What follows belongs to an exercise in optimizing a design on an open flow for small area; a production flow would make more cautious choices.
The RTL was checked by simulation tests, not by an equivalence proof against the original design.

== pine ==
// math_sqrtf32
module math_sqrtf32
(
	input logic 		clk,
	input logic 		rst_n,
	input logic 		sqrt_op_en,
	input logic [31:0] 	sqrt_rb,
	output logic 		sqrt_ra_en,
	output logic [31:0] sqrt_ra,
	output logic 		sqrt_lvf_flag
);
Size in the first run: about 1800 cells after synthesis, about 0.015 mm2 of cells after synthesis.
clock: 16.0 ns
lec_check: 0
abc_area: 1
cap_margin: 20
core_margin: 2
core_utilization: 40
cts_buf_list: sky130_fd_sc_hd__clkbuf_8
place_density: 0.8
slew_margin: 20
synth_memory_max_bits: 65536
standard.sh (not shown) runs the stock make flow with config.mk's settings and CLKGATE_MAP_FILE= SYNTH_SCRIPT=/design/flow/synth_recipe.tcl, a recipe that flattens the netlist after the stock synthesis.
==> flow/flow/run.sh <==
#!/bin/bash
# Own flow: the standard synthesis; then flow/gen4.py writes the same logic as a
# gate netlist (full adders and and-or carry chains mapped by hand) that keeps the
# standard synthesis's registers, names and cell types; then the standard layout.
# If the register sets do not match, the standard netlist is laid out instead.
set -uo pipefail
R=orfs/results/${FLOW_PLATFORM:-sky130hd}/math_sqrtf32/base
bash standard.sh synth > run_synth.log 2>&1 || exit 1
cp $R/1_2_yosys.v std_netlist.v
if python3 flow/gen4.py net flow/params.txt std_netlist.v gate_netlist.v > run_gen.log 2>&1; then
  cp gate_netlist.v $R/1_2_yosys.v
  rm -f $R/1_synth.odb $R/1_synth.sdc
  bash standard.sh synth > run_synth2.log 2>&1 || exit 1
fi
BUFFER_PORTS_ARGS="-buffer_cell sky130_fd_sc_hd__buf_1" bash standard.sh > run_layout.log 2>&1
Other scripts of this flow, unchanged in this note and not shown: flow/flow/gen4.py, flow/flow/params.txt
### pine -> cedar
- a deleted PLACE_DENSITY that had been 0.8
- a change of CORE_UTILIZATION from 40 to 60
Notes after the runs:
Comparing utilization for cedar and pine, the bigger number came from cedar.
Area of combinational cells with multiple inputs down about 1% in cedar wrt pine
cedar vs. pine: overall track demand over capacity in global routing went up by 7.5 points.
Summary of cedar over pine: hold slack essentially unchanged, final clock period utilization by the worst path went down 0.71 points.
pine -> cedar: non-clock buffer count increased by more than a quarter
When cedar is set beside pine, its final routed wirelength across all metal layers turns out to be about 0.6% smaller.


Starting RTL as in the previous note.
// math_sqrtf32
module math_sqrtf32
(
	input logic 		clk,
	input logic 		rst_n,
	input logic 		sqrt_op_en,
	input logic [31:0] 	sqrt_rb,
	output logic 		sqrt_ra_en,
	output logic [31:0] sqrt_ra,
	output logic 		sqrt_lvf_flag
);
Settings: LEC_CHECK=0, ABC_AREA=1, CAP_MARGIN=20, CORE_MARGIN=2, CORE_UTILIZATION=40, CTS_BUF_LIST=sky130_fd_sc_hd__clkbuf_8, PLACE_DENSITY=0.85, SLEW_MARGIN=20, SYNTH_MEMORY_MAX_BITS=65536; clock period 16.0 ns.
Scripts as last shown in full above: flow/flow/run.sh
Other scripts of this flow, unchanged in this note and not shown: flow/flow/gen4.py, flow/flow/params.txt
The baseline ran to the end with no violations.
==> next run, changes <==
CTS_BUF_LIST = sky130_fd_sc_hd__clkbuf_16   (was sky130_fd_sc_hd__clkbuf_8)
CTS_CLUSTER_DIAMETER = 150   (was not set)
CTS_CLUSTER_SIZE = 50   (was not set)
PLACE_DENSITY = not set   (was 0.85)
Critical path depth falls by 2.
Clock-buffer cell count goes down by 1.
Setup slack improves by 87 ps.
Area after synthesis stays the same.
Hold slack is worse by 6.3 ps.
Core utilization increases by 0.89 points.
Global-route usage barely changes.
Routed wire length decreases by 5.1%.
Non-clock buffer count increases by 21.
==> next run, changes <==
CTS_BUF_LIST = sky130_fd_sc_hd__clkbuf_8   (was sky130_fd_sc_hd__clkbuf_16)
CTS_CLUSTER_DIAMETER = 120   (was 150)
CTS_CLUSTER_SIZE = 40   (was 50)
=> Worst hold slack is about the same; utilization drops by 0.57 points; cell area drops by 1.2%; final cell count hardly moves; wire length barely changes; critical path depth is unchanged; synthesized cell count stays the same; die area stays the same; clock skew climbs by 10 ps.
==> next run, changes <==
CTS_CLUSTER_DIAMETER = not set   (was 120)
CTS_CLUSTER_SIZE = not set   (was 40)
GPL_ROUTABILITY_DRIVEN = 0   (was not set)
PLACE_DENSITY = 0.85   (was not set)
The new run produced a clean layout. First-iteration DRC count grows by about 70%. Wire length grows by 5.3%. Sequential cell count does not change.

## afterwards: timing with drivers on the ports
The results above use ideal ports. As a check the final layouts listed here were re-extracted and re-timed, cells and wires unchanged. Step 1, drivers: a clkbuf_16 drives clk and a buf_2 each remaining input, both assumed. Step 2 adds t to the input delays and takes it off the output delays; t is the mean of the earliest and latest rising clock arrival at the registers after step 1. Input paths then give back, and output paths get back, about the clock's delay inside the block. Slacks: ideal ports / drivers / drivers and shift; pairs: ideal ports / drivers.
run | t (ns) | slack for setup (ns) | worst setup path at the end | worst register clock-pin slew, ns | worst slew at a driven data input, ns
pine | 0.520 | 0.452 / 0.452 / 0.452 | register to register | 0.12 / 0.12 | 0.03
cedar | 0.506 | 0.566 / 0.566 / 0.564 | input to register | 0.11 / 0.11 | 0.05
the first run of note 2 | 0.518 | 0.489 / 0.489 / 0.489 | register to register | 0.11 / 0.11 | 0.04
the second run of note 2 | 0.489 | 0.576 / 0.576 / 0.576 | register to register | 0.08 / 0.08 | 0.04
the third run of note 2 | 0.531 | 0.596 / 0.596 / 0.596 | register to register | 0.12 / 0.12 | 0.04
the fourth run of note 2 | 0.518 | 0.489 / 0.489 / 0.489 | register to register | 0.11 / 0.11 | 0.04
After both steps setup and hold are still met in every run listed. For cedar, which loses most, drivers alone change the setup slack by 0.000 ns; drivers and shift together by -0.002 ns.
